This is an optimization exercise on Yosys and OpenROAD, whose aim is small area and a short achievable clock period, not a production implementation. Function was checked by simulation only, so behaviour that the tests miss may differ from the original.

## run a
## unified_computing_system
module unified_computing_system (
    input      [15:0] d_a, input [15:0] d_b, input [1:0] op_code,
    input clk, input rstn, input en_a, input en_b, input en_result,
    input cin, input bin,
    output reg [31:0] result, output reg [15:0] remainder,
    output reg cout, output reg bout, output reg overflow_flag, output reg error_flag);
Size in the first run: ~2,600 cells after synthesis, ~93 I/O pins.
Settings: LEC_CHECK=0, CAP_MARGIN=20, CORE_MARGIN=2, CORE_UTILIZATION=40, SLEW_MARGIN=20; clock period 26.0 ns.
run.sh (not shown) runs the stock make flow with config.mk's settings and CLKGATE_MAP_FILE= SYNTH_SCRIPT=/design/flow/synth_recipe.tcl, a recipe that flattens the netlist after the stock synthesis.
Setup changes, run a to run b
- SETUP_SLACK_MARGIN: unset -> 5
- CORE_UTILIZATION: 40 -> 60
==> notes.md <==
On count of clock-buffer cells in the layout: between run a and run b, it ends up lower for run b. Mean routed wirelength per cell on run b is up relative to run a.

## 08-25
Another version of the RTL of unified_computing_system (not shown whole).
Size in the first run: roughly 4,000 cells after synthesis, roughly 84 flip-flops, about 93 I/O pins, roughly 25,000 sq um of cells after synthesis.
==> flow/config.mk <==
export PLATFORM = sky130hd
export DESIGN_NAME = unified_computing_system
export DESIGN_NICKNAME = unified_computing_system
export VERILOG_FILES = /design/flow/design.v
export SDC_FILE = /design/flow/constraint.sdc
export NUM_CORES = 4
export LEC_CHECK = 0
export ABC_AREA = 1
export CAP_MARGIN = 20
export CORE_MARGIN = 2
export CORE_UTILIZATION = 60
export SLEW_MARGIN = 20
==> flow/constraint.sdc <==
create_clock -name core_clock -period 26.0 [get_ports {clk}]
set_input_delay 5.2000 -clock core_clock [delete_from_list [all_inputs] [get_ports {clk}]]
set_output_delay 5.2000 -clock core_clock [all_outputs]
set_load 0.01 [all_outputs]
standard.sh (not shown) runs the stock make flow with config.mk's settings and CLKGATE_MAP_FILE= SYNTH_SCRIPT=/design/flow/synth_recipe.tcl, a recipe that flattens the netlist after the stock synthesis.
==> flow/flow/run.sh <==
#!/bin/bash
# Standard ORFS layout, with a larger setup repair margin and minimum-size port buffers.
set -euo pipefail
bash standard.sh SETUP_SLACK_MARGIN=18 "BUFFER_PORTS_ARGS=-buffer_cell sky130_fd_sc_hd__buf_1" "SYNTH_ARGS=-noabc" finish > standard_flow.log 2>&1
Per the final summary, 08-25 finished and its layout is clean on timing, DRC and antenna.
For 01-15, these inputs were changed with respect to 08-25:
==> flow/flow/run.sh <==
#!/bin/bash
# Standard ORFS layout, with a larger setup repair margin and minimum-size port buffers.
set -euo pipefail
bash standard.sh SETUP_SLACK_MARGIN=14 "BUFFER_PORTS_ARGS=-buffer_cell sky130_fd_sc_hd__buf_1" "SYNTH_ARGS=-noabc" finish > standard_flow.log 2>&1
### Flow results
- 08-25 completed every stage of the flow, and the final layout passed the timing, DRC and antenna checks.
- Every stage of the flow completed for 01-15, and the final layout passed the timing, DRC and antenna checks.
- Re slew at the pin closest to its max-slew limit: 08-25 was lower than 01-15.
- Cmp 01-15 vs 08-25: clock latency of the later-clocked register in the worst-skew pair lower in 01-15

## orange
unified_computing_system, a different RTL version from the one above (not shown whole).
Size: ~3,900 cells after synthesis, ~84 flip-flops.
clock: 26.0 ns
lec_check: 0
abc_area: 1
cap_margin: 20
core_margin: 2
core_utilization: 60
slew_margin: 20
==> flow/flow/run.sh <==
#!/bin/bash
# Standard ORFS layout, with a larger setup repair margin and minimum-size port buffers.
set -euo pipefail
bash standard.sh SETUP_SLACK_MARGIN=14 "BUFFER_PORTS_ARGS=-buffer_cell sky130_fd_sc_hd__buf_1" "SYNTH_ARGS=-noabc" finish > standard_flow.log 2>&1
Setup changes, orange to purple
==> flow/flow/run.sh <==
#!/bin/bash
# Standard ORFS layout, with a larger setup repair margin and minimum-size port buffers.
set -euo pipefail
bash standard.sh SETUP_SLACK_MARGIN=10 "BUFFER_PORTS_ARGS=-buffer_cell sky130_fd_sc_hd__buf_1" "SYNTH_ARGS=-noabc" finish > standard_flow.log 2>&1
==> notes.md <==
- Summary of the comparison: number of antenna repair diodes is higher in purple, relative to orange.
- Looking at maximum frequency across orange and purple, the one that comes out lower is purple.
- Met3 track utilization from global routing: orange vs purple identical
- orange → purple: initial antenna violation count increased 1, detailed-route wire length decreased 8.4%, path depth of the worst reg2reg path decreased 2.8%.

## job 8113
Starting RTL as in the previous note.
clock: 26.0 ns
lec_check: 0
abc_area: 1
cap_margin: 20
core_margin: 2
core_utilization: 60
slew_margin: 20
==> flow/flow/run.sh <==
#!/bin/bash
# Standard ORFS layout with: a custom ABC mapping script in synthesis (registers untouched),
# a larger setup repair margin, and minimum-size port buffers.
set -euo pipefail
W=$(pwd)
bash standard.sh "SYNTH_SCRIPT=$W/flow/synth_custom_abc.tcl" "CUSTOM_ABC_SCRIPT=$W/flow/abc_map.script" SYNTH_ARGS=-noabc SETUP_SLACK_MARGIN=10 "BUFFER_PORTS_ARGS=-buffer_cell sky130_fd_sc_hd__buf_1" finish > standard_flow.log 2>&1
==> flow/flow/abc_map.script <==
strash
dch
map -B 0.9
topo
dnsize -c
==> flow/flow/synth_custom_abc.tcl <==
# The standard synthesis script (synth_recipe.tcl), except that the final ABC
# technology mapping uses flow/abc_map.script instead of ORFS's ABC script.
proc synth {args} { yosys synth -nofsm -noshare {*}$args }
proc abc {args} {
  set i [lsearch -exact $args -script]
  if {$i >= 0} { lset args [expr {$i+1}] $::env(CUSTOM_ABC_SCRIPT) }
  yosys abc {*}$args
}
source $::env(SCRIPTS_DIR)/synth.tcl
# left out here: clear keep_hierarchy, flatten, clean up, hide names made inside functions, write 1_2_yosys.v
The inputs of job 6300 differ from those of job 8113 as listed below.
- clearing ABC_AREA, which used to be 1
==> flow/flow/run.sh <==
#!/bin/bash
# Standard ORFS layout, with a larger setup repair margin and minimum-size port buffers.
set -euo pipefail
bash standard.sh SETUP_SLACK_MARGIN=10 "BUFFER_PORTS_ARGS=-buffer_cell sky130_fd_sc_hd__buf_1" finish > standard_flow.log 2>&1
removed: flow/flow/abc_map.script
removed: flow/flow/synth_custom_abc.tcl
--- outcome ---
- Looking at the reports, job 6300 completed the entire flow and the layout it produced met the timing, DRC and antenna checks.
- Job 6300 vs job 8113 — post-synthesis compound-gate area fraction rose 15 points.
- Re detailed placement HPWL: job 6300 is 2.4% up on job 8113.
- Cmp job 6300 and job 8113 / overall global routing resource usage / higher: job 6300
- Looking at number of ordinary inverters in the final layout, job 6300 sits 276 below job 8113.
- | portion of the clock cycle consumed by the worst path in the final layout | lower: job 8113 |
- Sort job 6300 and job 8113 by register-to-register slack, ascending, and job 6300 comes first.
- Compared to job 8113, job 6300 has cell count about 14% lower.

## what the ideal ports hide
The flow's constraints put no driver on any port. The routed layouts listed below were extracted and timed again, unchanged, in two steps.
Step 1, drivers: a clkbuf_16 drives clk and a buf_2 each remaining input, both assumed.
Step 2 times the ports against the registers' clock, not the clock port: input delays grow and output delays shrink by t, the midpoint of the rising clock arrivals with the driver on.
Slacks: ideal ports / drivers / drivers and shift; pairs: ideal ports / drivers.
run | shift t [ns] | setup slack, ns | worst slew at a driven data input, ns | cell pins on the clock port's net
run a | 0.451 | 3.495 / 3.495 / 3.495 | 0.04 | 1
run b | 0.425 | 6.050 / 6.050 / 6.050 | 0.09 | 1
08-25 | 0.464 | 14.572 / 14.572 / 14.572 | 0.05 | 1
01-15 | 0.451 | 14.628 / 14.628 / 14.628 | 0.08 | 1
orange | 0.415 | 13.790 / 13.790 / 13.790 | 0.04 | 1
purple | 0.433 | 11.926 / 11.926 / 11.926 | 0.04 | 1
job 8113 | 0.441 | 11.239 / 11.239 / 11.239 | 0.04 | 1
job 6300 | 0.448 | 10.121 / 10.121 / 10.121 | 0.10 | 1
After both steps every run listed still meets setup and hold.
